This is an optimization exercise on Yosys and OpenROAD, whose aim is small area and a short achievable clock period, not a production implementation. Only simulation tests tie the RTL to the original design; equivalence was not proved. Power figures rest on the tool's default switching activity, not on a simulated workload.

Setup of wip/ember:
// MyComputer
module MyComputer(
	input Clock,
	output [9:0] LEDR,
	input [9:0] SW,
	input [3:0] KEY,
	output [6:0] HEX0,
	output [6:0] HEX1,
	output [6:0] HEX2,
	output [6:0] HEX3,
	output [6:0] HEX4,
	output [6:0] HEX5
);
	reg rs1, rs2, rst;
	reg [4:0] dcnt;
	wire dtog = (dcnt == 5'd29);
	wire rst_n = dtog ? !rst : rst;      
	always @(posedge Clock) begin
		rs1 <= SW[9];
		rs2 <= rs1;
		dcnt <= ((rst == rs2) | dtog) ? 5'd0 : dcnt + 5'd1;
		rst <= rst_n;
	end
	reg ts1;
	reg [3:0] k1, k2, k3;
	always @(posedge Clock) begin
		ts1 <= SW[8];
		k1 <= {KEY[3], ~KEY[2:0]};
		k2 <= k1;
		k3 <= k2;
	end
	wire [3:0] pb = k3 & ~k2;
	reg [7:0] pdat, dinp;
	always @(posedge Clock)
		if (k1[3] & ~KEY[3]) pdat <= SW[7:0];
	reg [7:0] cnt;
	reg go, ngo;
	wire cwrap = (cnt == 8'h68);
	wire go_n = !rst_n && ((!rst && cwrap) || ts1);
	always @(posedge Clock) begin
		cnt <= rst ? 8'h02 : cwrap ? 8'h01 : {cnt[6:0], cnt[7] ^ cnt[5] ^ cnt[4] ^ cnt[3]};
		go <= go_n;
		ngo <= !go_n;
	end
	reg [6:0] ip;
	reg [7:0] s0, s1, s2, s3;    
	reg [3:0] sz;                
	reg sz5;                     
	reg [5:0] gout;              
	reg enA, enB_n, enC, enD_n;  
	reg [5:0] flag;
	wire [6:0] tgt;
  ...
==> flow/config.mk <==
export PLATFORM = sky130hd
export DESIGN_NAME = MyComputer
export DESIGN_NICKNAME = MyComputer
export VERILOG_FILES = /design/flow/design.v
export SDC_FILE = /design/flow/constraint.sdc
export NUM_CORES = 4
export LEC_CHECK = 0
export ABC_AREA = 1
export CAP_MARGIN = 20
export CORE_MARGIN = 2
export CORE_UTILIZATION = 40
export CTS_BUF_LIST = sky130_fd_sc_hd__clkbuf_8
export CTS_CLUSTER_SIZE = 20
export PLACE_DENSITY = 0.6
export SLEW_MARGIN = 20
==> flow/constraint.sdc <==
create_clock -name core_clock -period 11.0 [get_ports {Clock}]
set_input_delay 2.2000 -clock core_clock [delete_from_list [all_inputs] [get_ports {Clock}]]
set_output_delay 2.2000 -clock core_clock [all_outputs]
set_load 0.01 [all_outputs]
standard.sh (not shown) runs the stock make flow with config.mk's settings and CLKGATE_MAP_FILE= SYNTH_SCRIPT=/design/flow/synth_recipe.tcl, a recipe that flattens the netlist after the stock synthesis.
==> flow/flow/run.sh <==
#!/bin/bash
# The standard layout (standard.sh), with buf_2 cells as the port buffers
# instead of the default delay buffers, and timing repair aimed below the
# clock period (repair_timing's setup margin).
bash standard.sh "BUFFER_PORTS_ARGS=-buffer_cell sky130_fd_sc_hd__buf_2" SETUP_SLACK_MARGIN=7.8 finish > standard.log 2>&1
wip/ember has completed all stages; timing, DRC and antenna checks passed.
Changes in wip/quartz relative to wip/ember:
Settings: CTS_CLUSTER_SIZE: 20 -> 40; CTS_BUF_LIST: sky130_fd_sc_hd__clkbuf_8 -> sky130_fd_sc_hd__clkbuf_16.
==> flow/flow/run.sh <==
#!/bin/bash
# The standard layout (standard.sh), with buf_2 cells as the port buffers
# instead of the default delay buffers.
bash standard.sh "BUFFER_PORTS_ARGS=-buffer_cell sky130_fd_sc_hd__buf_2" finish > standard.log 2>&1
## What came out
Diff wip/ember -> wip/quartz: power went up 2.7%, clock skew has decreased. wip/ember vs wip/quartz, cell with the biggest individual delay on the critical path: dfxtp_4 vs dfxtp_1. Compared to wip/ember, wip/quartz has total wirelength of the detailed-routed design 0.56% lower. Measured against wip/ember, the first-iteration DRC count of wip/quartz comes out at 1.13 times the reference value. Comparing wip/quartz against wip/ember, there is no change at all in critical path depth.
[inputs] wip/zinc vs wip/quartz
Settings: CTS_CLUSTER_SIZE changed from 40 to 20; CTS_BUF_LIST changed from sky130_fd_sc_hd__clkbuf_16 to sky130_fd_sc_hd__clkbuf_8.
Notes after the runs:
Compared wip/quartz against wip/zinc; global-route usage within noise. In the tables for wip/quartz and wip/zinc, minimum hold slack reads higher with wip/zinc. wip/zinc: post-layout worst setup margin is 41 ps lower than what wip/quartz reported. wip/quartz → wip/zinc: post-route core utilization now sits lower, transition time at the pin with the least slew margin went down by 16 ps, summed area of non-filler cells in the final layout decreased about 2%, sequential cell count did not really move. wip/zinc against wip/quartz; static power due to leakage is down slightly. Sum of routed wire length over all layers down 0.60% in wip/zinc wrt wip/quartz.

Another version of the RTL of MyComputer (not shown whole).
For scale: ~1,100 cells after synthesis, about 160 flip-flops, roughly 67 I/O pins, roughly 8700 um2 of cells after synthesis.
// MyComputer
module MyComputer(
	input Clock,
	output [9:0] LEDR,
	input [9:0] SW,
	input [3:0] KEY,
	output [6:0] HEX0,
	output [6:0] HEX1,
	output [6:0] HEX2,
	output [6:0] HEX3,
	output [6:0] HEX4,
	output [6:0] HEX5
);
Settings: LEC_CHECK=0, ABC_AREA=1, CAP_MARGIN=20, CORE_MARGIN=2, CORE_UTILIZATION=40, CTS_BUF_LIST=sky130_fd_sc_hd__clkbuf_8, CTS_CLUSTER_SIZE=20, PLACE_DENSITY=0.6, SLEW_MARGIN=20; clock period 11.0 ns.
==> flow/flow/run.sh <==
#!/bin/bash
# The standard layout (standard.sh), with buf_2 cells as the port buffers
# instead of the default delay buffers, and timing repair aimed below the
# clock period (repair_timing's setup margin).
bash standard.sh "BUFFER_PORTS_ARGS=-buffer_cell sky130_fd_sc_hd__buf_2" SETUP_SLACK_MARGIN=7.9 finish > standard.log 2>&1
The first run ran to the end with no violations.
Next try:
--- a/flow/flow/run.sh
+++ b/flow/flow/run.sh
@@ -5 +5 @@
-bash standard.sh "BUFFER_PORTS_ARGS=-buffer_cell sky130_fd_sc_hd__buf_2" SETUP_SLACK_MARGIN=7.9 finish > standard.log 2>&1
+bash standard.sh "BUFFER_PORTS_ARGS=-buffer_cell sky130_fd_sc_hd__buf_2" SETUP_SLACK_MARGIN=7.8 finish > standard.log 2>&1
- CTS_BUF_LIST: sky130_fd_sc_hd__clkbuf_8 -> sky130_fd_sc_hd__clkbuf_8 sky130_fd_sc_hd__clkbuf_16
- utilization rises by 0.23 points
- area after synthesis stays the same
- sequential share of layout area shrinks by 0.32 points
- flip-flop and latch count does not change
- setup slack improved by 0.027 ns

[what the ideal ports hide]
No port has a modelled driver above. Below, the same layouts with a new extraction and two added sets of constraints. Step 1 sets driving cells, clkbuf_16 on the clock port and buf_2 on the other inputs (assumed; they add their load-dependent delay and slew). Step 2 times the ports against the registers' clock, not the clock port: input delays grow and output delays shrink by t, the midpoint of the rising clock arrivals with the driver on. Slacks: no drivers / after step 1 / after step 2; pairs: no drivers / after step 1.
| run | shift t [ns] | slack for setup (ns) | latest minus earliest clock arrival (ns) | worst data-port slew with drivers (ns) |
|---|---|---|---|---|
| wip/ember | 0.495 | 7.743 / 7.705 / 7.880 | 0.014 / 0.014 | 0.03 |
| wip/quartz | 0.466 | 7.703 / 7.659 / 7.817 | 0.010 / 0.009 | 0.03 |
| wip/zinc | 0.493 | 7.662 / 7.623 / 7.841 | 0.014 / 0.014 | 0.03 |
| the first run of note 2 | 0.482 | 7.818 / 7.777 / 7.880 | 0.011 / 0.011 | 0.03 |
| the second run of note 2 | 0.468 | 7.845 / 7.799 / 7.872 | 0.012 / 0.012 | 0.03 |
After both steps setup and hold are still met in every run listed.
